From an optimization exercise on the open Yosys and OpenROAD flow, aimed at small area and a short achievable clock period; shortcuts taken in it are not production practice. Function was not checked in any run shown here: the RTL went through the layout flow alone. Power figures rest on the tool's default switching activity, not on a simulated workload.

==> flow/design.v <==
`timescale 1ns/1ps
module register #(
    parameter NUM_STAGES = 2,
    parameter DATA_WIDTH = 2,
    parameter USE_RESET  = 1
)(
    input  wire                  CLK,
    input  wire                  RESET,
    input  wire [DATA_WIDTH-1:0] DIN,
    output wire [DATA_WIDTH-1:0] DOUT
);
genvar i;
generate
if (NUM_STAGES == 0)
begin : pass
    assign DOUT = DIN;
end
else
begin : stages
    reg [NUM_STAGES*DATA_WIDTH-1:0] din_delay;
    for (i=0; i<NUM_STAGES; i=i+1)
    begin : REGISTER_STAGES
        wire [DATA_WIDTH-1:0] prev;
        if (i == 0) begin : first
            assign prev = DIN;
        end else begin : rest
            assign prev = din_delay[(i-1)*DATA_WIDTH+:DATA_WIDTH];
        end
        always @(posedge CLK)
        begin
            if (USE_RESET && RESET)
                din_delay[i*DATA_WIDTH+:DATA_WIDTH] <= 0;
            else
                din_delay[i*DATA_WIDTH+:DATA_WIDTH] <= prev;
        end
    end
    assign DOUT = din_delay[(NUM_STAGES-1)*DATA_WIDTH+:DATA_WIDTH];
end
endgenerate
endmodule
`timescale 1ns/1ps
module macc (
  input  wire                 clk,
  input  wire                 reset,
  input  wire                 enable,
  input  wire                 clear,
  input  wire [ 2 : 0 ]       op_code,
  input  wire [ 15 : 0 ]      op_0,
  input  wire [ 15 : 0 ]      op_1,
  input  wire [ 15 : 0 ]      op_add,
  output wire [ 15 : 0 ]      out
);
  reg  [15:0] a1;
  reg  [7:0] neg1, one1, two1;
  reg  [15:0] add1;
  reg  [1:0] mode1;
  reg  en1, clr1;
  wire [15:0] b = op_code[0] ? op_0 : op_1;
  wire [16:0] bx = {b, 1'b0};
  wire [7:0] neg0, one0, two0;
  genvar g;
  generate for (g = 0; g < 8; g = g + 1) begin : booth
    assign neg0[g] = bx[2*g+2];
    assign one0[g] = bx[2*g+1] ^ bx[2*g];
    assign two0[g] = (bx[2*g+2] & ~bx[2*g+1] & ~bx[2*g]) | (~bx[2*g+2] & bx[2*g+1] & bx[2*g]);
  end endgenerate
  always @(posedge clk) begin
    a1    <= op_0;
    neg1  <= neg0;
    one1  <= one0;
    two1  <= two0;
    add1  <= op_add;
    mode1 <= op_code[2:1];
    en1   <= enable && !reset;
    clr1  <= clear;
  end
  wire pp0_0;
  wire pp0_1;
  wire pp0_2;
  wire pp0_3;
  wire pp0_4;
  wire pp0_5;
  wire pp0_6;
  wire pp0_7;
  wire pp0_8;
  wire pp0_9;
  wire pp0_10;
  wire pp0_11;
  wire pp0_12;
  wire pp0_13;
  wire pp0_14;
  wire pp0_15;
  wire pp1_0;
  wire pp1_1;
  wire pp1_2;
  wire pp1_3;
  wire pp1_4;
  wire pp1_5;
  wire pp1_6;
  wire pp1_7;
  wire pp1_8;
  wire pp1_9;
  wire pp1_10;
  wire pp1_11;
  wire pp1_12;
  wire pp1_13;
  wire pp2_0;
  wire pp2_1;
  wire pp2_2;
  wire pp2_3;
  wire pp2_4;
  wire pp2_5;
  wire pp2_6;
  wire pp2_7;
  wire pp2_8;
  wire pp2_9;
  wire pp2_10;
  wire pp2_11;
  wire pp3_0;
  wire pp3_1;
  wire pp3_2;
  wire pp3_3;
  wire pp3_4;
  wire pp3_5;
  wire pp3_6;
  wire pp3_7;
  wire pp3_8;
  wire pp3_9;
  wire pp4_0;
  wire pp4_1;
  wire pp4_2;
  wire pp4_3;
  wire pp4_4;
  wire pp4_5;
  wire pp4_6;
  wire pp4_7;
  wire pp5_0;
  wire pp5_1;
  wire pp5_2;
  wire pp5_3;
  wire pp5_4;
  wire pp5_5;
  wire pp6_0;
  wire pp6_1;
  wire pp6_2;
  wire pp6_3;
  wire pp7_0;
  wire pp7_1;
  wire t2s1;
  wire t2c2;
  wire t2s3;
  wire t2c4;
  wire t2s5;
  wire t2c6;
  wire t2s7;
  wire t2c8;
  wire t2s9;
  wire t2c10;
  wire t2s11;
  wire t2c12;
  wire t2s13;
  wire t2c14;
  wire t2s15;
  wire t2c16;
  wire t2s17;
  wire t2c18;
  wire t2s19;
  wire t2c20;
  wire t2s21;
  wire t2c22;
  wire t2s23;
  wire t2c24;
  wire t2s25;
  wire t2c26;
  wire t2s27;
  wire t2c28;
  wire t2s29;
  wire t2c30;
  wire t2s31;
  wire t2c32;
  wire t2s33;
  wire t2c34;
  wire t2s35;
  wire t2c36;
  wire t2s37;
  wire t2c38;
  wire t2s39;
  wire t2c40;
  wire t2s41;
  wire t2c42;
  wire t2s43;
  wire t2c44;
  wire t2s45;
  wire t2c46;
  wire t2s47;
  wire t2c48;
  wire t2s49;
  wire t2c50;
  wire t2s51;
  wire t2c52;
  wire t2s53;
  wire t2c54;
  wire t2s55;
  wire t2c56;
  wire t2s57;
  wire t2c58;
  wire t2s59;
  wire t2c60;
  wire t2s61;
  wire t2c62;
  wire t2s63;
  wire t2c64;
  wire t2s65;
  wire t2c66;
  wire t2s67;
  wire t2c68;
  wire t2s69;
  wire t2c70;
  wire t2s71;
  wire t2c72;
  wire t2x73;
  wire t2x74;
  wire t2x75;
  wire t2x76;
  wire t2x77;
  wire t2x78;
  wire t2x79;
  wire t2x80;
  wire t2x81;
  wire t2x82;
  wire t2x83;
  assign pp0_0 = (one1[0] & a1[0]) ^ neg1[0];
  assign pp0_1 = ((one1[0] & a1[1]) | (two1[0] & a1[0])) ^ neg1[0];
  assign pp0_2 = ((one1[0] & a1[2]) | (two1[0] & a1[1])) ^ neg1[0];
  assign pp0_3 = ((one1[0] & a1[3]) | (two1[0] & a1[2])) ^ neg1[0];
  assign pp0_4 = ((one1[0] & a1[4]) | (two1[0] & a1[3])) ^ neg1[0];
  assign pp0_5 = ((one1[0] & a1[5]) | (two1[0] & a1[4])) ^ neg1[0];
  assign pp0_6 = ((one1[0] & a1[6]) | (two1[0] & a1[5])) ^ neg1[0];
  assign pp0_7 = ((one1[0] & a1[7]) | (two1[0] & a1[6])) ^ neg1[0];
  assign pp0_8 = ((one1[0] & a1[8]) | (two1[0] & a1[7])) ^ neg1[0];
  assign pp0_9 = ((one1[0] & a1[9]) | (two1[0] & a1[8])) ^ neg1[0];
  assign pp0_10 = ((one1[0] & a1[10]) | (two1[0] & a1[9])) ^ neg1[0];
  assign pp0_11 = ((one1[0] & a1[11]) | (two1[0] & a1[10])) ^ neg1[0];
  assign pp0_12 = ((one1[0] & a1[12]) | (two1[0] & a1[11])) ^ neg1[0];
  assign pp0_13 = ((one1[0] & a1[13]) | (two1[0] & a1[12])) ^ neg1[0];
  assign pp0_14 = ((one1[0] & a1[14]) | (two1[0] & a1[13])) ^ neg1[0];
  assign pp0_15 = ((one1[0] & a1[15]) | (two1[0] & a1[14])) ^ neg1[0];
  assign pp1_0 = (one1[1] & a1[0]) ^ neg1[1];
  assign pp1_1 = ((one1[1] & a1[1]) | (two1[1] & a1[0])) ^ neg1[1];
  assign pp1_2 = ((one1[1] & a1[2]) | (two1[1] & a1[1])) ^ neg1[1];
  assign pp1_3 = ((one1[1] & a1[3]) | (two1[1] & a1[2])) ^ neg1[1];
  assign pp1_4 = ((one1[1] & a1[4]) | (two1[1] & a1[3])) ^ neg1[1];
  assign pp1_5 = ((one1[1] & a1[5]) | (two1[1] & a1[4])) ^ neg1[1];
  assign pp1_6 = ((one1[1] & a1[6]) | (two1[1] & a1[5])) ^ neg1[1];
  assign pp1_7 = ((one1[1] & a1[7]) | (two1[1] & a1[6])) ^ neg1[1];
  assign pp1_8 = ((one1[1] & a1[8]) | (two1[1] & a1[7])) ^ neg1[1];
  assign pp1_9 = ((one1[1] & a1[9]) | (two1[1] & a1[8])) ^ neg1[1];
  assign pp1_10 = ((one1[1] & a1[10]) | (two1[1] & a1[9])) ^ neg1[1];
  assign pp1_11 = ((one1[1] & a1[11]) | (two1[1] & a1[10])) ^ neg1[1];
  assign pp1_12 = ((one1[1] & a1[12]) | (two1[1] & a1[11])) ^ neg1[1];
  assign pp1_13 = ((one1[1] & a1[13]) | (two1[1] & a1[12])) ^ neg1[1];
  assign pp2_0 = (one1[2] & a1[0]) ^ neg1[2];
  assign pp2_1 = ((one1[2] & a1[1]) | (two1[2] & a1[0])) ^ neg1[2];
  assign pp2_2 = ((one1[2] & a1[2]) | (two1[2] & a1[1])) ^ neg1[2];
  assign pp2_3 = ((one1[2] & a1[3]) | (two1[2] & a1[2])) ^ neg1[2];
  assign pp2_4 = ((one1[2] & a1[4]) | (two1[2] & a1[3])) ^ neg1[2];
  assign pp2_5 = ((one1[2] & a1[5]) | (two1[2] & a1[4])) ^ neg1[2];
  assign pp2_6 = ((one1[2] & a1[6]) | (two1[2] & a1[5])) ^ neg1[2];
  assign pp2_7 = ((one1[2] & a1[7]) | (two1[2] & a1[6])) ^ neg1[2];
  assign pp2_8 = ((one1[2] & a1[8]) | (two1[2] & a1[7])) ^ neg1[2];
  assign pp2_9 = ((one1[2] & a1[9]) | (two1[2] & a1[8])) ^ neg1[2];
  assign pp2_10 = ((one1[2] & a1[10]) | (two1[2] & a1[9])) ^ neg1[2];
  assign pp2_11 = ((one1[2] & a1[11]) | (two1[2] & a1[10])) ^ neg1[2];
  assign pp3_0 = (one1[3] & a1[0]) ^ neg1[3];
  assign pp3_1 = ((one1[3] & a1[1]) | (two1[3] & a1[0])) ^ neg1[3];
  assign pp3_2 = ((one1[3] & a1[2]) | (two1[3] & a1[1])) ^ neg1[3];
  assign pp3_3 = ((one1[3] & a1[3]) | (two1[3] & a1[2])) ^ neg1[3];
  assign pp3_4 = ((one1[3] & a1[4]) | (two1[3] & a1[3])) ^ neg1[3];
  assign pp3_5 = ((one1[3] & a1[5]) | (two1[3] & a1[4])) ^ neg1[3];
  assign pp3_6 = ((one1[3] & a1[6]) | (two1[3] & a1[5])) ^ neg1[3];
  assign pp3_7 = ((one1[3] & a1[7]) | (two1[3] & a1[6])) ^ neg1[3];
  assign pp3_8 = ((one1[3] & a1[8]) | (two1[3] & a1[7])) ^ neg1[3];
  assign pp3_9 = ((one1[3] & a1[9]) | (two1[3] & a1[8])) ^ neg1[3];
  assign pp4_0 = (one1[4] & a1[0]) ^ neg1[4];
  assign pp4_1 = ((one1[4] & a1[1]) | (two1[4] & a1[0])) ^ neg1[4];
  assign pp4_2 = ((one1[4] & a1[2]) | (two1[4] & a1[1])) ^ neg1[4];
  assign pp4_3 = ((one1[4] & a1[3]) | (two1[4] & a1[2])) ^ neg1[4];
  assign pp4_4 = ((one1[4] & a1[4]) | (two1[4] & a1[3])) ^ neg1[4];
  assign pp4_5 = ((one1[4] & a1[5]) | (two1[4] & a1[4])) ^ neg1[4];
  assign pp4_6 = ((one1[4] & a1[6]) | (two1[4] & a1[5])) ^ neg1[4];
  assign pp4_7 = ((one1[4] & a1[7]) | (two1[4] & a1[6])) ^ neg1[4];
  assign pp5_0 = (one1[5] & a1[0]) ^ neg1[5];
  assign pp5_1 = ((one1[5] & a1[1]) | (two1[5] & a1[0])) ^ neg1[5];
  assign pp5_2 = ((one1[5] & a1[2]) | (two1[5] & a1[1])) ^ neg1[5];
  assign pp5_3 = ((one1[5] & a1[3]) | (two1[5] & a1[2])) ^ neg1[5];
  assign pp5_4 = ((one1[5] & a1[4]) | (two1[5] & a1[3])) ^ neg1[5];
  assign pp5_5 = ((one1[5] & a1[5]) | (two1[5] & a1[4])) ^ neg1[5];
  assign pp6_0 = (one1[6] & a1[0]) ^ neg1[6];
  assign pp6_1 = ((one1[6] & a1[1]) | (two1[6] & a1[0])) ^ neg1[6];
  assign pp6_2 = ((one1[6] & a1[2]) | (two1[6] & a1[1])) ^ neg1[6];
  assign pp6_3 = ((one1[6] & a1[3]) | (two1[6] & a1[2])) ^ neg1[6];
  assign pp7_0 = (one1[7] & a1[0]) ^ neg1[7];
  assign pp7_1 = ((one1[7] & a1[1]) | (two1[7] & a1[0])) ^ neg1[7];
  assign t2s1 = neg1[2] ^ pp0_4;
  assign t2c2 = neg1[2] & pp0_4;
  assign t2s3 = pp0_5 ^ pp1_3;
  assign t2c4 = pp0_5 & pp1_3;
  assign t2s5 = neg1[3] ^ pp0_6 ^ pp1_4;
  assign t2c6 = (neg1[3] & pp0_6) | (neg1[3] & pp1_4) | (pp0_6 & pp1_4);
  assign t2s7 = pp2_2 ^ pp3_0;
  assign t2c8 = pp2_2 & pp3_0;
  assign t2s9 = pp0_7 ^ pp1_5 ^ pp2_3;
  assign t2c10 = (pp0_7 & pp1_5) | (pp0_7 & pp2_3) | (pp1_5 & pp2_3);
  assign t2s11 = pp3_1 ^ t2c8;
  assign t2c12 = pp3_1 & t2c8;
  assign t2s13 = neg1[4] ^ pp0_8 ^ pp1_6;
  assign t2c14 = (neg1[4] & pp0_8) | (neg1[4] & pp1_6) | (pp0_8 & pp1_6);
  assign t2s15 = pp2_4 ^ pp3_2 ^ pp4_0;
  assign t2c16 = (pp2_4 & pp3_2) | (pp2_4 & pp4_0) | (pp3_2 & pp4_0);
  assign t2s17 = t2c12 ^ t2c10;
  assign t2c18 = t2c12 & t2c10;
  assign t2s19 = pp0_9 ^ pp1_7 ^ pp2_5;
  assign t2c20 = (pp0_9 & pp1_7) | (pp0_9 & pp2_5) | (pp1_7 & pp2_5);
  assign t2s21 = pp3_3 ^ pp4_1 ^ t2c14;
  assign t2c22 = (pp3_3 & pp4_1) | (pp3_3 & t2c14) | (pp4_1 & t2c14);
  assign t2s23 = t2c16 ^ t2s19;
  assign t2c24 = t2c16 & t2s19;
  assign t2s25 = neg1[5] ^ pp0_10 ^ pp1_8;
  assign t2c26 = (neg1[5] & pp0_10) | (neg1[5] & pp1_8) | (pp0_10 & pp1_8);
  assign t2s27 = pp2_6 ^ pp3_4 ^ pp4_2;
  assign t2c28 = (pp2_6 & pp3_4) | (pp2_6 & pp4_2) | (pp3_4 & pp4_2);
  assign t2s29 = pp5_0 ^ t2c20 ^ t2s25;
  assign t2c30 = (pp5_0 & t2c20) | (pp5_0 & t2s25) | (t2c20 & t2s25);
  assign t2s31 = t2s27 ^ t2c24;
  assign t2c32 = t2s27 & t2c24;
  assign t2s33 = pp0_11 ^ pp1_9 ^ pp2_7;
  assign t2c34 = (pp0_11 & pp1_9) | (pp0_11 & pp2_7) | (pp1_9 & pp2_7);
  assign t2s35 = pp3_5 ^ pp4_3 ^ pp5_1;
  assign t2c36 = (pp3_5 & pp4_3) | (pp3_5 & pp5_1) | (pp4_3 & pp5_1);
  assign t2s37 = t2c26 ^ t2c28 ^ t2s33;
  assign t2c38 = (t2c26 & t2c28) | (t2c26 & t2s33) | (t2c28 & t2s33);
  assign t2s39 = t2s35 ^ t2c32;
  assign t2c40 = t2s35 & t2c32;
  assign t2s41 = neg1[6] ^ pp0_12 ^ pp1_10;
  assign t2c42 = (neg1[6] & pp0_12) | (neg1[6] & pp1_10) | (pp0_12 & pp1_10);
  assign t2s43 = pp2_8 ^ pp3_6 ^ pp4_4;
  assign t2c44 = (pp2_8 & pp3_6) | (pp2_8 & pp4_4) | (pp3_6 & pp4_4);
  assign t2s45 = pp5_2 ^ pp6_0 ^ t2c34;
  assign t2c46 = (pp5_2 & pp6_0) | (pp5_2 & t2c34) | (pp6_0 & t2c34);
  assign t2s47 = t2c36 ^ t2s41 ^ t2s43;
  assign t2c48 = (t2c36 & t2s41) | (t2c36 & t2s43) | (t2s41 & t2s43);
  assign t2s49 = t2c38 ^ t2s45;
  assign t2c50 = t2c38 & t2s45;
  assign t2s51 = pp0_13 ^ pp1_11 ^ pp2_9;
  assign t2c52 = (pp0_13 & pp1_11) | (pp0_13 & pp2_9) | (pp1_11 & pp2_9);
  assign t2s53 = pp3_7 ^ pp4_5 ^ pp5_3;
  assign t2c54 = (pp3_7 & pp4_5) | (pp3_7 & pp5_3) | (pp4_5 & pp5_3);
  assign t2s55 = pp6_1 ^ t2c42 ^ t2c44;
  assign t2c56 = (pp6_1 & t2c42) | (pp6_1 & t2c44) | (t2c42 & t2c44);
  assign t2s57 = t2s51 ^ t2s53 ^ t2c46;
  assign t2c58 = (t2s51 & t2s53) | (t2s51 & t2c46) | (t2s53 & t2c46);
  assign t2s59 = t2c48 ^ t2s55;
  assign t2c60 = t2c48 & t2s55;
  assign t2s61 = neg1[7] ^ pp0_14 ^ pp1_12;
  assign t2c62 = (neg1[7] & pp0_14) | (neg1[7] & pp1_12) | (pp0_14 & pp1_12);
  assign t2s63 = pp2_10 ^ pp3_8 ^ pp4_6;
  assign t2c64 = (pp2_10 & pp3_8) | (pp2_10 & pp4_6) | (pp3_8 & pp4_6);
  assign t2s65 = pp5_4 ^ pp6_2 ^ pp7_0;
  assign t2c66 = (pp5_4 & pp6_2) | (pp5_4 & pp7_0) | (pp6_2 & pp7_0);
  assign t2s67 = t2c52 ^ t2c54 ^ t2s61;
  assign t2c68 = (t2c52 & t2c54) | (t2c52 & t2s61) | (t2c54 & t2s61);
  assign t2s69 = t2s63 ^ t2s65 ^ t2c56;
  assign t2c70 = (t2s63 & t2s65) | (t2s63 & t2c56) | (t2s65 & t2c56);
  assign t2s71 = t2s67 ^ t2c60;
  assign t2c72 = t2s67 & t2c60;
  assign t2x73 = pp0_15 ^ pp1_13;
  assign t2x74 = pp2_11 ^ pp3_9;
  assign t2x75 = pp4_7 ^ pp5_5;
  assign t2x76 = pp6_3 ^ pp7_1;
  assign t2x77 = t2x73 ^ t2x74;
  assign t2x78 = t2x75 ^ t2x76;
  assign t2x79 = t2x77 ^ t2x78;
  assign t2x80 = t2c62 ^ t2c64;
  assign t2x81 = t2c66 ^ t2x79;
  assign t2x82 = t2x80 ^ t2x81;
  assign t2x83 = t2c68 ^ t2x82;
  reg  p2_0_0;
  reg  p2_0_1;
  reg  p2_1_0;
  reg  p2_2_0;
  reg  p2_2_1;
  reg  p2_2_2;
  reg  p2_3_0;
  reg  p2_3_1;
  reg  p2_4_0;
  reg  p2_4_1;
  reg  p2_4_2;
  reg  p2_5_0;
  reg  p2_5_1;
  reg  p2_5_2;
  reg  p2_6_0;
  reg  p2_6_1;
  reg  p2_6_2;
  reg  p2_7_0;
  reg  p2_7_1;
  reg  p2_7_2;
  reg  p2_8_0;
  reg  p2_8_1;
  reg  p2_8_2;
  reg  p2_9_0;
  reg  p2_9_1;
  reg  p2_9_2;
  reg  p2_10_0;
  reg  p2_10_1;
  reg  p2_10_2;
  reg  p2_11_0;
  reg  p2_11_1;
  reg  p2_11_2;
  reg  p2_12_0;
  reg  p2_12_1;
  reg  p2_12_2;
  reg  p2_13_0;
  reg  p2_13_1;
  reg  p2_13_2;
  reg  p2_14_0;
  reg  p2_14_1;
  reg  p2_14_2;
  reg  p2_15_0;
  reg  p2_15_1;
  reg  p2_15_2;
  reg  [15:0] add2;
  reg  [1:0] mode2;
  reg  en2, clr2;
  always @(posedge clk) begin
    p2_0_0 <= neg1[0];
    p2_0_1 <= pp0_0;
    p2_1_0 <= pp0_1;
    p2_2_0 <= neg1[1];
    p2_2_1 <= pp0_2;
    p2_2_2 <= pp1_0;
    p2_3_0 <= pp0_3;
    p2_3_1 <= pp1_1;
    p2_4_0 <= pp1_2;
    p2_4_1 <= pp2_0;
    p2_4_2 <= t2s1;
    p2_5_0 <= pp2_1;
    p2_5_1 <= t2c2;
    p2_5_2 <= t2s3;
    p2_6_0 <= t2c4;
    p2_6_1 <= t2s7;
    p2_6_2 <= t2s5;
    p2_7_0 <= t2c6;
    p2_7_1 <= t2s11;
    p2_7_2 <= t2s9;
    p2_8_0 <= t2s13;
    p2_8_1 <= t2s15;
    p2_8_2 <= t2s17;
    p2_9_0 <= t2c18;
    p2_9_1 <= t2s23;
    p2_9_2 <= t2s21;
    p2_10_0 <= t2c22;
    p2_10_1 <= t2s29;
    p2_10_2 <= t2s31;
    p2_11_0 <= t2c30;
    p2_11_1 <= t2s37;
    p2_11_2 <= t2s39;
    p2_12_0 <= t2s47;
    p2_12_1 <= t2c40;
    p2_12_2 <= t2s49;
    p2_13_0 <= t2c50;
    p2_13_1 <= t2s59;
    p2_13_2 <= t2s57;
    p2_14_0 <= t2c58;
    p2_14_1 <= t2s69;
    p2_14_2 <= t2s71;
    p2_15_0 <= t2x83;
    p2_15_1 <= t2c70;
    p2_15_2 <= t2c72;
    add2  <= add1;
    mode2 <= mode1;
    en2   <= en1;
    clr2  <= clr1;
  end
  reg  [15:0] accs, accc;
  wire [15:0] dadd_s = mode2[0] ? accs : mode2[1] ? add2 : 16'd0;
  wire [15:0] dadd_c = mode2[0] ? accc : 16'd0;
  wire t3s84;
  wire t3c85;
  wire t3s86;
  wire t3c87;
  wire t3s88;
  wire t3c89;
  wire t3s90;
  wire t3c91;
  wire t3s92;
  wire t3c93;
  wire t3s94;
  wire t3c95;
  wire t3s96;
  wire t3c97;
  wire t3s98;
  wire t3c99;
  wire t3s100;
  wire t3c101;
  wire t3s102;
  wire t3c103;
  wire t3s104;
  wire t3c105;
  wire t3s106;
  wire t3c107;
  wire t3s108;
  wire t3c109;
  wire t3s110;
  wire t3c111;
  wire t3s112;
  wire t3c113;
  wire t3s114;
  wire t3c115;
  wire t3s116;
  wire t3c117;
  wire t3s118;
  wire t3c119;
  wire t3s120;
  wire t3c121;
  wire t3s122;
  wire t3c123;
  wire t3s124;
  wire t3c125;
  wire t3s126;
  wire t3c127;
  wire t3s128;
  wire t3c129;
  wire t3s130;
  wire t3c131;
  wire t3s132;
  wire t3c133;
  wire t3s134;
  wire t3c135;
  wire t3s136;
  wire t3c137;
  wire t3s138;
  wire t3c139;
  wire t3s140;
  wire t3c141;
  wire t3s142;
  wire t3c143;
  wire t3s144;
  wire t3c145;
  wire t3s146;
  wire t3c147;
  wire t3s148;
  wire t3c149;
  wire t3s150;
  wire t3c151;
  wire t3s152;
  wire t3c153;
  wire t3s154;
  wire t3c155;
  wire t3s156;
  wire t3c157;
  wire t3s158;
  wire t3c159;
  wire t3s160;
  wire t3c161;
  wire t3x162;
  wire t3x163;
  wire t3x164;
  wire t3x165;
  wire t3x166;
  wire t3x167;
  assign t3s84 = p2_0_0 ^ p2_0_1 ^ dadd_c[0];
  assign t3c85 = (p2_0_0 & p2_0_1) | (p2_0_0 & dadd_c[0]) | (p2_0_1 & dadd_c[0]);
  assign t3s86 = p2_1_0 ^ dadd_c[1] ^ dadd_s[1];
  assign t3c87 = (p2_1_0 & dadd_c[1]) | (p2_1_0 & dadd_s[1]) | (dadd_c[1] & dadd_s[1]);
  assign t3s88 = p2_2_0 ^ p2_2_1 ^ p2_2_2;
  assign t3c89 = (p2_2_0 & p2_2_1) | (p2_2_0 & p2_2_2) | (p2_2_1 & p2_2_2);
  assign t3s90 = dadd_c[2] ^ dadd_s[2] ^ t3s88;
  assign t3c91 = (dadd_c[2] & dadd_s[2]) | (dadd_c[2] & t3s88) | (dadd_s[2] & t3s88);
  assign t3s92 = p2_3_0 ^ p2_3_1 ^ dadd_c[3];
  assign t3c93 = (p2_3_0 & p2_3_1) | (p2_3_0 & dadd_c[3]) | (p2_3_1 & dadd_c[3]);
  assign t3s94 = dadd_s[3] ^ t3c89 ^ t3s92;
  assign t3c95 = (dadd_s[3] & t3c89) | (dadd_s[3] & t3s92) | (t3c89 & t3s92);
  assign t3s96 = p2_4_0 ^ p2_4_1 ^ p2_4_2;
  assign t3c97 = (p2_4_0 & p2_4_1) | (p2_4_0 & p2_4_2) | (p2_4_1 & p2_4_2);
  assign t3s98 = dadd_c[4] ^ dadd_s[4] ^ t3s96;
  assign t3c99 = (dadd_c[4] & dadd_s[4]) | (dadd_c[4] & t3s96) | (dadd_s[4] & t3s96);
  assign t3s100 = t3c93 ^ t3s98;
  assign t3c101 = t3c93 & t3s98;
  assign t3s102 = p2_5_0 ^ p2_5_1 ^ p2_5_2;
  assign t3c103 = (p2_5_0 & p2_5_1) | (p2_5_0 & p2_5_2) | (p2_5_1 & p2_5_2);
  assign t3s104 = dadd_c[5] ^ dadd_s[5] ^ t3c97;
  assign t3c105 = (dadd_c[5] & dadd_s[5]) | (dadd_c[5] & t3c97) | (dadd_s[5] & t3c97);
  assign t3s106 = t3s102 ^ t3c99 ^ t3s104;
  assign t3c107 = (t3s102 & t3c99) | (t3s102 & t3s104) | (t3c99 & t3s104);
  assign t3s108 = p2_6_0 ^ p2_6_1 ^ p2_6_2;
  assign t3c109 = (p2_6_0 & p2_6_1) | (p2_6_0 & p2_6_2) | (p2_6_1 & p2_6_2);
  assign t3s110 = dadd_c[6] ^ dadd_s[6] ^ t3c103;
  assign t3c111 = (dadd_c[6] & dadd_s[6]) | (dadd_c[6] & t3c103) | (dadd_s[6] & t3c103);
  assign t3s112 = t3s108 ^ t3c105 ^ t3s110;
  assign t3c113 = (t3s108 & t3c105) | (t3s108 & t3s110) | (t3c105 & t3s110);
  assign t3s114 = p2_7_0 ^ p2_7_1 ^ p2_7_2;
  assign t3c115 = (p2_7_0 & p2_7_1) | (p2_7_0 & p2_7_2) | (p2_7_1 & p2_7_2);
  assign t3s116 = dadd_c[7] ^ dadd_s[7] ^ t3c109;
  assign t3c117 = (dadd_c[7] & dadd_s[7]) | (dadd_c[7] & t3c109) | (dadd_s[7] & t3c109);
  assign t3s118 = t3s114 ^ t3c111 ^ t3s116;
  assign t3c119 = (t3s114 & t3c111) | (t3s114 & t3s116) | (t3c111 & t3s116);
  assign t3s120 = p2_8_0 ^ p2_8_1 ^ p2_8_2;
  assign t3c121 = (p2_8_0 & p2_8_1) | (p2_8_0 & p2_8_2) | (p2_8_1 & p2_8_2);
  assign t3s122 = dadd_c[8] ^ dadd_s[8] ^ t3c115;
  assign t3c123 = (dadd_c[8] & dadd_s[8]) | (dadd_c[8] & t3c115) | (dadd_s[8] & t3c115);
  assign t3s124 = t3s120 ^ t3c117 ^ t3s122;
  assign t3c125 = (t3s120 & t3c117) | (t3s120 & t3s122) | (t3c117 & t3s122);
  assign t3s126 = p2_9_0 ^ p2_9_1 ^ p2_9_2;
  assign t3c127 = (p2_9_0 & p2_9_1) | (p2_9_0 & p2_9_2) | (p2_9_1 & p2_9_2);
  assign t3s128 = dadd_c[9] ^ dadd_s[9] ^ t3c121;
  assign t3c129 = (dadd_c[9] & dadd_s[9]) | (dadd_c[9] & t3c121) | (dadd_s[9] & t3c121);
  assign t3s130 = t3s126 ^ t3c123 ^ t3s128;
  assign t3c131 = (t3s126 & t3c123) | (t3s126 & t3s128) | (t3c123 & t3s128);
  assign t3s132 = p2_10_0 ^ p2_10_1 ^ p2_10_2;
  assign t3c133 = (p2_10_0 & p2_10_1) | (p2_10_0 & p2_10_2) | (p2_10_1 & p2_10_2);
  assign t3s134 = dadd_c[10] ^ dadd_s[10] ^ t3c127;
  assign t3c135 = (dadd_c[10] & dadd_s[10]) | (dadd_c[10] & t3c127) | (dadd_s[10] & t3c127);
  assign t3s136 = t3s132 ^ t3c129 ^ t3s134;
  assign t3c137 = (t3s132 & t3c129) | (t3s132 & t3s134) | (t3c129 & t3s134);
  assign t3s138 = p2_11_0 ^ p2_11_1 ^ p2_11_2;
  assign t3c139 = (p2_11_0 & p2_11_1) | (p2_11_0 & p2_11_2) | (p2_11_1 & p2_11_2);
  assign t3s140 = dadd_c[11] ^ dadd_s[11] ^ t3c133;
  assign t3c141 = (dadd_c[11] & dadd_s[11]) | (dadd_c[11] & t3c133) | (dadd_s[11] & t3c133);
  assign t3s142 = t3s138 ^ t3c135 ^ t3s140;
  assign t3c143 = (t3s138 & t3c135) | (t3s138 & t3s140) | (t3c135 & t3s140);
  assign t3s144 = p2_12_0 ^ p2_12_1 ^ p2_12_2;
  assign t3c145 = (p2_12_0 & p2_12_1) | (p2_12_0 & p2_12_2) | (p2_12_1 & p2_12_2);
  assign t3s146 = dadd_c[12] ^ dadd_s[12] ^ t3c139;
  assign t3c147 = (dadd_c[12] & dadd_s[12]) | (dadd_c[12] & t3c139) | (dadd_s[12] & t3c139);
  assign t3s148 = t3s144 ^ t3c141 ^ t3s146;
  assign t3c149 = (t3s144 & t3c141) | (t3s144 & t3s146) | (t3c141 & t3s146);
  assign t3s150 = p2_13_0 ^ p2_13_1 ^ p2_13_2;
  assign t3c151 = (p2_13_0 & p2_13_1) | (p2_13_0 & p2_13_2) | (p2_13_1 & p2_13_2);
  assign t3s152 = dadd_c[13] ^ dadd_s[13] ^ t3c145;
  assign t3c153 = (dadd_c[13] & dadd_s[13]) | (dadd_c[13] & t3c145) | (dadd_s[13] & t3c145);
  assign t3s154 = t3s150 ^ t3c147 ^ t3s152;
  assign t3c155 = (t3s150 & t3c147) | (t3s150 & t3s152) | (t3c147 & t3s152);
  assign t3s156 = p2_14_0 ^ p2_14_1 ^ p2_14_2;
  assign t3c157 = (p2_14_0 & p2_14_1) | (p2_14_0 & p2_14_2) | (p2_14_1 & p2_14_2);
  assign t3s158 = dadd_c[14] ^ dadd_s[14] ^ t3c151;
  assign t3c159 = (dadd_c[14] & dadd_s[14]) | (dadd_c[14] & t3c151) | (dadd_s[14] & t3c151);
  assign t3s160 = t3s156 ^ t3c153 ^ t3s158;
  assign t3c161 = (t3s156 & t3c153) | (t3s156 & t3s158) | (t3c153 & t3s158);
  assign t3x162 = p2_15_0 ^ p2_15_1;
  assign t3x163 = p2_15_2 ^ t3x162;
  assign t3x164 = dadd_c[15] ^ dadd_s[15];
  assign t3x165 = t3x163 ^ t3c157;
  assign t3x166 = t3x164 ^ t3x165;
  assign t3x167 = t3x166 ^ t3c159;
  wire [15:0] rx = {t3x167, t3c155, t3c149, t3c143, t3c137, t3c131, t3c125, t3c119, t3c113, t3c107, t3c101, t3c95, t3c91, t3c87, t3c85, dadd_s[0]};
  wire [15:0] ry = {t3c161, t3s160, t3s154, t3s148, t3s142, t3s136, t3s130, t3s124, t3s118, t3s112, t3s106, t3s100, t3s94, t3s90, t3s86, t3s84};
  always @(posedge clk) begin
    if (reset || clr2) begin
      accs <= 16'd0;
      accc <= 16'd0;
    end else if (en2) begin
      accs <= rx;
      accc <= ry;
    end
  end
  assign out = accs + accc;
endmodule
module ram
#(
  parameter integer DATA_WIDTH    = 16,
  parameter integer ADDR_WIDTH    = 5
)
(
  input  wire                         clk,
  input  wire                         reset,
  input  wire                         s_read_req,
  input  wire [ ADDR_WIDTH  -1 : 0 ]  s_read_addr,
  output reg  [ DATA_WIDTH  -1 : 0 ]  s_read_data,
  input  wire                         s_write_req,
  input  wire [ ADDR_WIDTH  -1 : 0 ]  s_write_addr,
  input  wire [ DATA_WIDTH  -1 : 0 ]  s_write_data
);
  reg  [ DATA_WIDTH -1 : 0 ] mem [ 0 : (1<<ADDR_WIDTH)-1 ];
  reg  [ ADDR_WIDTH -1 : 0 ] rd_addr;
  reg  [ ADDR_WIDTH -1 : 0 ] wr_addr;
  reg  [ DATA_WIDTH -1 : 0 ] wr_data;
  reg                        rd_addr_v;
  reg                        wr_addr_v;
  always @(posedge clk) begin
    rd_addr_v <= s_read_req && !reset;
    wr_addr_v <= s_write_req && !reset;
    rd_addr   <= s_read_addr;
    wr_addr   <= s_write_addr;
    wr_data   <= s_write_data;
  end
  always @(posedge clk)
    if (wr_addr_v)
      mem[wr_addr] <= wr_data;
  always @(posedge clk)
    if (reset)
      s_read_data <= 0;
    else if (rd_addr_v)
      s_read_data <= mem[rd_addr];
endmodule
`timescale 1ns/1ps
module fifo
#(
    parameter   DATA_WIDTH          = 16,
    parameter   ADDR_WIDTH          = 4,
    parameter   RAM_DEPTH           = (1 << ADDR_WIDTH)
)(
    input  wire                         clk,
    input  wire                         reset,
    input  wire                         push,
    input  wire                         pop,
    input  wire [ DATA_WIDTH -1 : 0 ]   data_in,
    output reg  [ DATA_WIDTH -1 : 0 ]   data_out
);
reg     [ADDR_WIDTH-1:0]        wr_pointer;
reg     [ADDR_WIDTH-1:0]        rd_pointer;
reg     [ADDR_WIDTH  :0]        fifo_count;
reg     [DATA_WIDTH-1:0]        mem[0:RAM_DEPTH-1];
wire empty = (fifo_count == 0);
wire full  = (fifo_count == RAM_DEPTH);
wire do_push = push && !full;
wire do_pop  = pop && !empty;
always @ (posedge clk)
begin
  if (reset)
    fifo_count <= 0;
  else if (do_push && !do_pop)
    fifo_count <= fifo_count + 1;
  else if (do_pop && !do_push)
    fifo_count <= fifo_count - 1;
end
always @ (posedge clk)
begin
  if (reset)
    wr_pointer <= 0;
  else if (do_push)
    wr_pointer <= wr_pointer + 1;
end
always @ (posedge clk)
begin
  if (reset)
    rd_pointer <= 0;
  else if (do_pop)
    rd_pointer <= rd_pointer + 1;
end
always @ (posedge clk)
  if (do_push)
    mem[wr_pointer] <= data_in;
always @ (posedge clk)
  if (do_pop)
    data_out <= mem[rd_pointer];
endmodule
module activation #(
  parameter OP_WIDTH  = 16
) (
  input  wire                                         clk,
  input  wire                                         enable,
  input  wire        [ OP_WIDTH           -1 : 0 ]    in,
  output wire        [ OP_WIDTH           -1 : 0 ]    out
);
reg [OP_WIDTH-1:0] activation_data;
always @(posedge clk)
  if (enable)
    activation_data <= ($signed(in) > 0) ? in : {OP_WIDTH{1'b0}};
  else
    activation_data <= in;
assign out = activation_data;
endmodule
`timescale 1ns/1ps
module PE #(
  parameter integer PE_BUF_ADDR_WIDTH   = 5,
  parameter integer OP_WIDTH            = 16,
  parameter integer ACC_WIDTH           = 16,
  parameter         LAYER_NORM          = "NO"
)
(
  input  wire                                         clk,
  input  wire                                         reset,
  input  wire                                         mask,
  input  wire  [ 10+2*PE_BUF_ADDR_WIDTH -1 : 0 ]      ctrl,
  input  wire                                         src_2_sel,
  input  wire  [ OP_WIDTH             -1 : 0 ]        read_data_0,
  input  wire  [ OP_WIDTH             -1 : 0 ]        read_data_1,
  input  wire  [ OP_WIDTH             -1 : 0 ]        read_data_2,
  output wire  [ OP_WIDTH             -1 : 0 ]        lrn_center,
  output wire  [ OP_WIDTH             -1 : 0 ]        write_data,
  output wire  [ OP_WIDTH             -1 : 0 ]        pe_buffer_read_data,
  input  wire                                         pe_neuron_read_req,
  input  wire  [ OP_WIDTH             -1 : 0 ]        pe_neuron_write_data,
  input  wire                                         pe_neuron_write_req,
  input  wire  [ PE_BUF_ADDR_WIDTH    -1 : 0 ]        pe_neuron_write_addr,
  output wire                                         write_valid
);
  localparam integer OP_CODE_WIDTH  = 3;
  wire [ OP_WIDTH           -1 : 0 ]  pe_buffer_write_data;
  wire [ OP_WIDTH           -1 : 0 ]  pe_buffer_read_data_d;
  wire                                src_2_sel_dd;
  wire                                _pe_buffer_write_req;
  wire                                pe_buffer_write_req;
  wire                                pe_buffer_read_req;
  wire                                _pe_buffer_read_req;
  wire                                flush, flush_d;
  wire                                enable;
  wire [ OP_CODE_WIDTH      -1 : 0 ]  op_code;
  wire [ PE_BUF_ADDR_WIDTH  -1 : 0 ]  buf_rd_addr;
  wire [ PE_BUF_ADDR_WIDTH  -1 : 0 ]  _buf_wr_addr;
  wire [ PE_BUF_ADDR_WIDTH  -1 : 0 ]  buf_wr_addr;
  wire [ OP_WIDTH           -1 : 0 ]  conv_out;
  wire                                norm_fifo_push;
  wire                                norm_fifo_pop;
  wire [ OP_WIDTH           -1 : 0 ]  macc_out;
  assign {norm_fifo_push, norm_fifo_pop,
    buf_rd_addr, _buf_wr_addr,
    flush, write_valid, _pe_buffer_write_req, _pe_buffer_read_req, enable, op_code} = ctrl;
  assign pe_buffer_read_req  = _pe_buffer_read_req || pe_neuron_read_req;
  assign pe_buffer_write_req = _pe_buffer_write_req || pe_neuron_write_req;
  assign buf_wr_addr = pe_neuron_write_req ? pe_neuron_write_addr : _buf_wr_addr;
  wire [OP_WIDTH-1:0] macc_op_add = src_2_sel_dd == 0 ?
    read_data_2 : pe_buffer_read_data;
  assign conv_out = !flush_d ? macc_out : pe_buffer_read_data_d;
  register #(.NUM_STAGES(2), .DATA_WIDTH(1)) src_2_delay (
    .CLK(clk), .RESET(reset), .DIN(src_2_sel), .DOUT(src_2_sel_dd));
  register #(.NUM_STAGES(3), .DATA_WIDTH(1)) macc_en_delay (
    .CLK(clk), .RESET(reset), .DIN(flush), .DOUT(flush_d));
  register #(.NUM_STAGES(3), .DATA_WIDTH(OP_WIDTH), .USE_RESET(0)) fifo_out_delay (
    .CLK(clk), .RESET(reset), .DIN(pe_buffer_read_data), .DOUT(pe_buffer_read_data_d));
  macc MACC_pe (
    .clk      ( clk                 ),
    .reset    ( reset               ),
    .enable   ( enable && mask      ),
    .clear    ( !mask               ),
    .op_code  ( op_code             ),
    .op_0     ( read_data_0         ),
    .op_1     ( read_data_1         ),
    .op_add   ( macc_op_add         ),
    .out      ( macc_out            )
  );
  assign pe_buffer_write_data = pe_neuron_write_req ? pe_neuron_write_data : conv_out;
  ram #(
    .DATA_WIDTH               ( OP_WIDTH                 ),
    .ADDR_WIDTH               ( PE_BUF_ADDR_WIDTH        )
  ) pe_buffer (
    .clk                      ( clk                      ),
    .reset                    ( reset                    ),
    .s_write_req              ( pe_buffer_write_req      ),
    .s_write_data             ( pe_buffer_write_data     ),
    .s_write_addr             ( buf_wr_addr              ),
    .s_read_req               ( pe_buffer_read_req       ),
    .s_read_data              ( pe_buffer_read_data      ),
    .s_read_addr              ( buf_rd_addr              )
  );
  activation #(
    .OP_WIDTH                 ( OP_WIDTH                 )
  ) ReLU (
    .clk                      ( clk                      ),
    .enable                   ( 1'b0                     ),
    .in                       ( conv_out                 ),
    .out                      ( write_data               )
  );
  fifo #(
    .DATA_WIDTH               ( OP_WIDTH                 ),
    .ADDR_WIDTH               ( 4                        )
  ) norm_fifo (
    .clk                      ( clk                      ),
    .reset                    ( reset                    ),
    .push                     ( norm_fifo_push           ),
    .pop                      ( norm_fifo_pop            ),
    .data_in                  ( read_data_0              ),
    .data_out                 ( lrn_center               )
  );
endmodule
==> flow/run.sh <==
#!/bin/bash
# synth_recipe.tcl (not shown) runs the flow's synth.tcl, then flattens the netlist and writes it again
# the make line also repeats each setting of config.mk as NAME=value (left out here)
make -C /OpenROAD-flow-scripts/flow DESIGN_CONFIG=/design/flow/config.mk WORK_HOME=/design/flow/orfs CLKGATE_MAP_FILE= SYNTH_SCRIPT=/design/flow/synth_recipe.tcl finish
==> flow/config.mk <==
export PLATFORM = sky130hd
export DESIGN_NAME = PE
export DESIGN_NICKNAME = PE
export VERILOG_FILES = /design/flow/design.v
export SDC_FILE = /design/flow/constraint.sdc
export NUM_CORES = 4
export LEC_CHECK = 0
export ABC_CLOCK_PERIOD_IN_PS = 2800
export CAP_MARGIN = 20
export CORE_MARGIN = 2
export CORE_UTILIZATION = 60
export SETUP_SLACK_MARGIN = 3.9
export SLEW_MARGIN = 20
==> flow/constraint.sdc <==
create_clock -name core_clock -period 6.5 [get_ports {clk}]
set_input_delay 1.3000 -clock core_clock [delete_from_list [all_inputs] [get_ports {clk}]]
set_output_delay 1.3000 -clock core_clock [all_outputs]
set_load 0.01 [all_outputs]
==> flow_metrics.env, run 1 <==
export IMPL_grt_first_pass_wirelength_mm=141
export IMPL_rsz0062_at_grt="yes"
export IMPL_min_delay_path_class="reg2reg"
export IMPL_report_power_total_mw=16.7
export IMPL_post_synthesis_instance_total=2271
export IMPL_critical_path_peak_fanout=1
export IMPL_transition_time_of_the_tightest_slew_check_pin_ps=978
export IMPL_placeableCoreArea_um2=68700
export IMPL_max_clock_freq_mhz=385
export IMPL_cap_viol_max_count=0
export IMPL_final_hold_violation_count=0
export IMPL_drcViolationCount=0
export IMPL_worst_endpoint_required_ps=5200
export IMPL_final_seq_area_um2=29300
export IMPL_post_drt_wl_per_cell_um=27.1
export IMPL_register_ranked_first_by_flip_flop_count="pe_buffer.mem"
export IMPL_synth_edf_count=784
export IMPL_worst_case_headroom_to_the_max_slew_limit_pct=34.8
export IMPL_grt_remaining_overflow=0
export IMPL_post_synth_main_area_contributors="edfxtp_1 (57%), dfxtp_1 (14%), mux4_2 (12%)"
export IMPL_drt_vias_per_instance=5.99
export IMPL_r2r_setup_slack_ps=3900
export IMPL_first_global_vias=21534
export IMPL_clk_pin_slew_worst_paths_ps=60
export IMPL_synth_seq_area_share_pct=70.0
export IMPL_timing_critical_path_from_type="input pin"
export IMPL_synthesis_nets=2467
export IMPL_static_leakage_power_nw=16.8
export IMPL_num_rows=96
export IMPL_final_nets=2676
export IMPL_top_cells_by_instance_count_after_synthesis="edfxtp_1 (784), dfxtp_1 (282), mux4_2 (224)"
export IMPL_clock_skew_ps=17.7
export IMPL_initial_cell_density_of_the_core_pct=60.6
export IMPL_sinks_on_clock_net=1066
export IMPL_finalWeightedCongestion=0.830
export IMPL_max_rail_drop_vdd_mv=0.250
export IMPL_critical_path_class="in2out"
export IMPL_detailed_place_hpwl_mm=59.4
export IMPL_cts_buffer_depth=3
export IMPL_layout_cells_sized_above_1_pct=25.8
export IMPL_port_buffers=141
export IMPL_fillCellCount=4444
export IMPL_largest_register_ffs=512
export IMPL_synth_async_sr_flop_share_pct=0
export IMPL_wl_mm=95.2
export IMPL_comb_power_share_pct=14.7
export IMPL_cell_int_power_mw=12.6
export IMPL_synthFlopType="edfxtp_1"
export IMPL_cts_max_level=3
export IMPL_report_final_setup_viol=0
export IMPL_top_level_ports=144
export IMPL_synth_most_common_cell="edfxtp_1"
export IMPL_number_of_max_slew_violations_in_the_final_report=0
export IMPL_run_status="complete, no violations"
export IMPL_share_of_the_synthesized_area_in_the_top_cell_type_pct=56.5
export IMPL_cts_root_buffer="clkbuf_16"
export IMPL_switching_share_of_total_power_pct=24.5
export IMPL_die_w_um=268
export IMPL_largest_registers="pe_buffer.mem x512, norm_fifo.mem x256, fifo_out_delay.stages.din_delay x48"
export IMPL_p_switching_mw=4.10
export IMPL_fp_dieArea_um2=71600
export IMPL_fin_setup_tns_ps=0
export IMPL_period_needed_ps=2600
export IMPL_ys_warnings_count=7
export IMPL_synth_top_cell_by_area="edfxtp_1"
export IMPL_multiInputGateArea_um2=11800
export IMPL_period_share_pct=40.0
export IMPL_area_growth_pct=16.0
export IMPL_gr_usage_all_layers_pct=27.4
export IMPL_drt_iter0_drc=2103
export IMPL_grt_start_max_net_pins=68
export IMPL_clock_tree_from_tritoncts="done"
export IMPL_routed_via_count=21004
export IMPL_synth_seq_cells=1066
export IMPL_share_clk_of_total_power_pct=37.1
export IMPL_pwr_density_cell_nw_per_um2=346
export IMPL_share_seq_of_total_power_pct=48.2
export IMPL_drtPass1Iterations=7
export IMPL_number_of_antenna_violating_nets_in_the_routed_design=0
export IMPL_ys_types=51
export IMPL_insertion_delay_ps=670
export IMPL_cp_arrival_ps=1300
export IMPL_mappedNetlistArea_um2=41700
export IMPL_chip_height_um=268
export IMPL_endpoint_kind="primary output"
export IMPL_synthesis_area_per_instance_um2=18.3
export IMPL_antenna_found_initial=6
export IMPL_cts_inserted_buffers=103
## power groups by stage
stage	Clock, mW	Sequential (mW)	Combinational (mW)
final	6.21	8.06	2.45
after global routing	6.58	8.11	2.72
after CTS	6.31	8.08	2.48
after detailed placement	0	8.25	2.39
after global placement	0	8.23	2.35
after floorplan	0	8.07	1.65
## layout by cell type (no fill, tap or decap), drive strengths merged, types with 3 or more instances in the layout
cell type,count
nor2,116
clkbuf,151
mux2i,104
nand2b,5
ha,36
mux2,37
nor3,4
nor2b,9
xnor2,83
a21oi,19
bufinv,15
clkinv,36
a211oi,23
a22o,10
mux4,224
edfxtp,784
buf,103
nand3b,5
a22oi,70
xor2,36
nand2,52
inv,97
a21o,9
clkdlybuf4s50,86
and2,11
fa,65
or3b,3
diode,5
dfxtp,282
nand3,12
o21ai,27
dlygate4sd2,10
clkdlybuf4s15,15
or3,4
## through the flow
| stage | hold WS (ps) | area [µm²] | setup WS [ps] | cells | utilization, % |
|---|---|---|---|---|---|
| final | 322 | 48300 | 3900 | 3507 | 70.4 |
| after detailed placement | 312 | 44300 | 2720 | 3282 | 64.5 |
| after floorplan | 310 | 41800 | 3570 | 2271 | - |
| after global routing | 328 | 48300 | 3760 | 3504 | 70.3 |
| after global placement | 310 | 44300 | 2810 | 3282 | 64.5 |
| after CTS | 320 | 48300 | 3810 | 3498 | 70.3 |
## logic make-up after synthesis
logic type | Yosys count | share of synthesized area [%]
DFF | 1066 | 70.0
and+or+nand+nor | 231 | 2.47
xor gates and xnor gates | 119 | 2.50
AOI/OAI and AO/OA | 171 | 2.98
muxes | 365 | 15.6
buffers and inverters | 218 | 2.19
adders and majority gates | 101 | 4.20
## path summary, 6_finish.rpt
path,cells after the start,startpoint,to
setup reg to reg,10,norm_fifo.fifo_count[3]$_SDFFE_PP0P_,norm_fifo.fifo_count[4]$_SDFFE_PP0P_
hold / removal,0,MACC_pe.add1[0]$_DFF_P_,MACC_pe.add2[0]$_DFF_P_
setup / recovery,0,ctrl[6],write_valid
hold reg to reg,0,MACC_pe.add1[0]$_DFF_P_,MACC_pe.add2[0]$_DFF_P_
## cell type report
type | instances | share of cell area (%)
clock inverter | 56 | 1.45
antenna | 5 | 0.0259
inverter | 94 | 0.735
tap | 931 | 2.41
sequential | 1066 | 60.7
clock buffer | 140 | 5.97
timing repair buffer | 228 | 4.35
multi-input combinational | 987 | 24.4
## repair_timing
item                       in CTS  in global routing
pin swaps                      10                  5
gates resized for setup       199                 43
hold buffers                    0                  0
buffers inserted               19                  4
cloned                          1                  0
setup endpoints to repair     350                 54
## layer usage
metal  GRT usage [%]  share of wire [%]  wire [µm]  up-vias
li1                -                  -          -     9140
met1            38.2                 41      39100    10958
met2            45.6                 50      47300      739
met3            4.22                6.4       6110      161
met4            8.05                2.8       2660        6
met5               0              0.042         40        -
==> run 2, diff against run 1 <==
--- a/flow/config.mk
+++ b/flow/config.mk
@@ -11,2 +11,4 @@
 export CORE_UTILIZATION = 60
+export CTS_CLUSTER_DIAMETER = 80
+export CTS_CLUSTER_SIZE = 28
 export SETUP_SLACK_MARGIN = 3.9
==> flow_metrics.env, run 2 <==
export IMPL_hold_buffers=0
export IMPL_drcViolationCount=0
export IMPL_timing_critical_path_from_type="input pin"
export IMPL_finalWeightedCongestion=0.830
export IMPL_multiInputGateArea_um2=11800
export IMPL_endpoint_kind="primary output"
export IMPL_synth_most_common_cell="edfxtp_1"
export IMPL_report_final_setup_viol=0
export IMPL_static_leakage_power_nw=15.8
export IMPL_critical_path_class="in2out"
export IMPL_final_hold_violation_count=0
export IMPL_synth_async_sr_flop_share_pct=0
export IMPL_synthesis_area_per_instance_um2=18.3
export IMPL_mappedNetlistArea_um2=41700
export IMPL_post_synthesis_instance_total=2271
export IMPL_sinks_on_clock_net=1066
export IMPL_period_share_pct=40.0
export IMPL_crit_end="write_valid"
export IMPL_top_cells_by_instance_count_after_synthesis="edfxtp_1 (784), dfxtp_1 (282), mux4_2 (224)"
export IMPL_placeableCoreArea_um2=68700
export IMPL_mostFrequentLayoutCell="edfxtp_1"
export IMPL_routed_via_count=20566
export IMPL_timing_rr_start="norm_fifo.fifo_count[1]$_SDFFE_PP0P_"
export IMPL_r2r_setup_slack_ps=3920
export IMPL_period_needed_ps=2600
export IMPL_drt_iter0_drc=1749
export IMPL_synthFlopType="edfxtp_1"
export IMPL_insertion_delay_ps=630
export IMPL_reg2regPathDepth=10
export IMPL_area_growth_pct=11.1
export IMPL_initial_cell_density_of_the_core_pct=60.6
export IMPL_grt_remaining_overflow=0
export IMPL_critical_path_peak_fanout=1
export IMPL_share_of_the_synthesized_area_in_the_top_cell_type_pct=56.5
export IMPL_cts_max_level=2
export IMPL_wl_mm=94.0
export IMPL_antenna_found_initial=9
export IMPL_hold_slack_ps=322
export IMPL_cts_root_buffer="clkbuf_16"
export IMPL_worst_case_headroom_to_the_max_slew_limit_pct=33.7
export IMPL_synth_seq_area_share_pct=70.0
export IMPL_final_nets=2626
export IMPL_top_level_ports=144
export IMPL_drt_vias_per_instance=6.05
export IMPL_number_of_antenna_violating_nets_in_the_routed_design=0
export IMPL_grt_first_pass_wirelength_mm=139
export IMPL_gr_usage_all_layers_pct=26.9
export IMPL_cts_inserted_buffers=46
export IMPL_register_ranked_first_by_flip_flop_count="pe_buffer.mem"
export IMPL_synth_top_cell_by_area="edfxtp_1"
export IMPL_min_delay_path_class="reg2reg"
export IMPL_reg2reg_to="norm_fifo.fifo_count[4]$_SDFFE_PP0P_"
export IMPL_max_rail_drop_vdd_mv=0.266
export IMPL_die_w_um=268
export IMPL_largest_register_ffs=512
export IMPL_cts_buffer_depth=3
export IMPL_worstSetupStartpoint="ctrl[6]"
export IMPL_clk_pin_slew_worst_paths_ps=110
export IMPL_detailed_place_hpwl_mm=59.4
export IMPL_worst_endpoint_required_ps=5200
export IMPL_layout_cells_sized_above_1_pct=22.7
export IMPL_fillCellCount=4637
export IMPL_first_global_vias=20904
export IMPL_commonest_non_fill_non_tap_cells_in_the_layout="edfxtp_1 (784), mux4_2 (224), dfxtp_1 (218), nor2_1 (104), mux2i_1 (94)"
export IMPL_cap_viol_max_count=0
export IMPL_number_of_max_slew_violations_in_the_final_report=0
export IMPL_ys_warnings_count=7
export IMPL_synth_edf_count=784
export IMPL_pwr_density_cell_nw_per_um2=302
export IMPL_ys_types=51
export IMPL_clock_skew_ps=23.0
export IMPL_rsz0062_at_grt="yes"
export IMPL_post_synth_main_area_contributors="edfxtp_1 (57%), dfxtp_1 (14%), mux4_2 (12%)"
export IMPL_fp_dieArea_um2=71600
export IMPL_final_seq_area_um2=29300
export IMPL_synthesis_nets=2467
export IMPL_largest_registers="pe_buffer.mem x512, norm_fifo.mem x256, fifo_out_delay.stages.din_delay x48"
export IMPL_num_rows=96
export IMPL_transition_time_of_the_tightest_slew_check_pin_ps=993
export IMPL_grt_start_max_net_pins=68
export IMPL_chip_height_um=268
export IMPL_run_status="complete, no violations"
export IMPL_fin_setup_tns_ps=0
export IMPL_post_drt_wl_per_cell_um=27.6
export IMPL_clock_tree_from_tritoncts="done"
export IMPL_max_clock_freq_mhz=385
export IMPL_synth_seq_cells=1066
export IMPL_cp_num_cells=0
export IMPL_port_buffers=141
export IMPL_drtPass1Iterations=7
export IMPL_cp_arrival_ps=1300
run 2: worst min-delay path by stage:
stage                                                           start  cells after the start  slack, ps                                          end
after floorplan                               MACC_pe.add1[0]$_DFF_P_                      0        310                      MACC_pe.add2[0]$_DFF_P_
after global placement    fifo_out_delay.stages.din_delay[22]$_DFF_P_                      0        310  fifo_out_delay.stages.din_delay[38]$_DFF_P_
after detailed placement  fifo_out_delay.stages.din_delay[10]$_DFF_P_                      0        310  fifo_out_delay.stages.din_delay[26]$_DFF_P_
after CTS                                     MACC_pe.add1[5]$_DFF_P_                      0        310                      MACC_pe.add2[5]$_DFF_P_
after global routing       fifo_out_delay.stages.din_delay[7]$_DFF_P_                      0        330  fifo_out_delay.stages.din_delay[23]$_DFF_P_
final                                         MACC_pe.add1[5]$_DFF_P_                      0        320                      MACC_pe.add2[5]$_DFF_P_
run 2: where the power goes:
group	switching (mW)	internal (mW)	leakage (nW)
clock network	2.03	1.42	0.675
registers	0.304	7.74	9.50
logic	1.30	1.18	5.58
total	3.63	10.3	15.8
run 2: stage by stage:
step	utilization, %	cells	total power [mW]	setup slack, ps	area [µm²]
6_report	67.4	3400	14.0	3900	46300
5_1_grt	67.4	3399	14.6	3790	46300
4_1_cts	67.1	3383	14.1	3840	46100
3_5_place_dp	64.5	3282	10.6	2720	44300
3_3_place_gp	64.5	3282	10.6	2810	44300
2_1_floorplan	-	2271	9.72	3570	41800
run 2: metal layers:
metal / GRT usage, % / wire length (µm) / vias to the layer above
met5: 0 / 40 / -
li1: - / - / 8966
met2: 45.4 / 47300 / 652
met1: 37.6 / 39000 / 10822
met3: 3.46 / 5380 / 120
met4: 6.72 / 2250 / 6
run 2: area by class of cell:
class,count,share of cell area (%)
Sequential cell,1066,63.4
Multi-Input combinational cell,987,25.5
Timing Repair Buffer,235,4.84
Clock buffer,72,2.79
Tap cell,931,2.52
Inverter,94,0.767
Clock inverter,12,0.227
Antenna cell,3,0.0162
run 2: what timing repair did:
item / in CTS / in global routing
gates resized for setup: 179 / 41
buffers inserted: 16 / 14
endpoints found under the setup margin: 350 / 41
pin swaps: 9 / 11
gates cloned: 1 / 0
run 2: logic make-up (layout without fill, tap and decap cells):
kind of cell,Yosys count,in the layout,synth area share [%]
flip-flops,1066,1066,70.0
buffers and inverters,218,413,2.19
AND/OR/NAND/NOR,231,231,2.47
AO/OA/AOI/OAI,171,171,2.98
XOR/XNOR,119,119,2.50
multiplexers,365,365,15.6
adder cells (fa/ha/maj),101,101,4.20
other,0,3,0

[static timing again, ports no longer ideal]
Ports are ideal in the flow. The routed layouts listed here were re-timed in OpenROAD.
Step 1: set_driving_cell puts a clkbuf_16 on clk and a buf_2 on each other input, an assumption about the parent block.
Step 2 times the ports against the registers' clock, not the clock port: input delays grow and output delays shrink by t, the midpoint of the rising clock arrivals with the driver on.
Three values: ideal ports, drivers, drivers and shift; two values: the first two.
run	t (ns)	slack for setup (ns)	worst setup path at the end
run 1	0.728	3.900 / 3.859 / 3.290	input to register
run 2	0.687	3.900 / 3.859 / 3.313	input to register
After both steps every run listed still meets setup and hold. For run 1, which loses most, drivers alone change the setup slack by -0.041 ns; drivers and shift together by -0.610 ns.
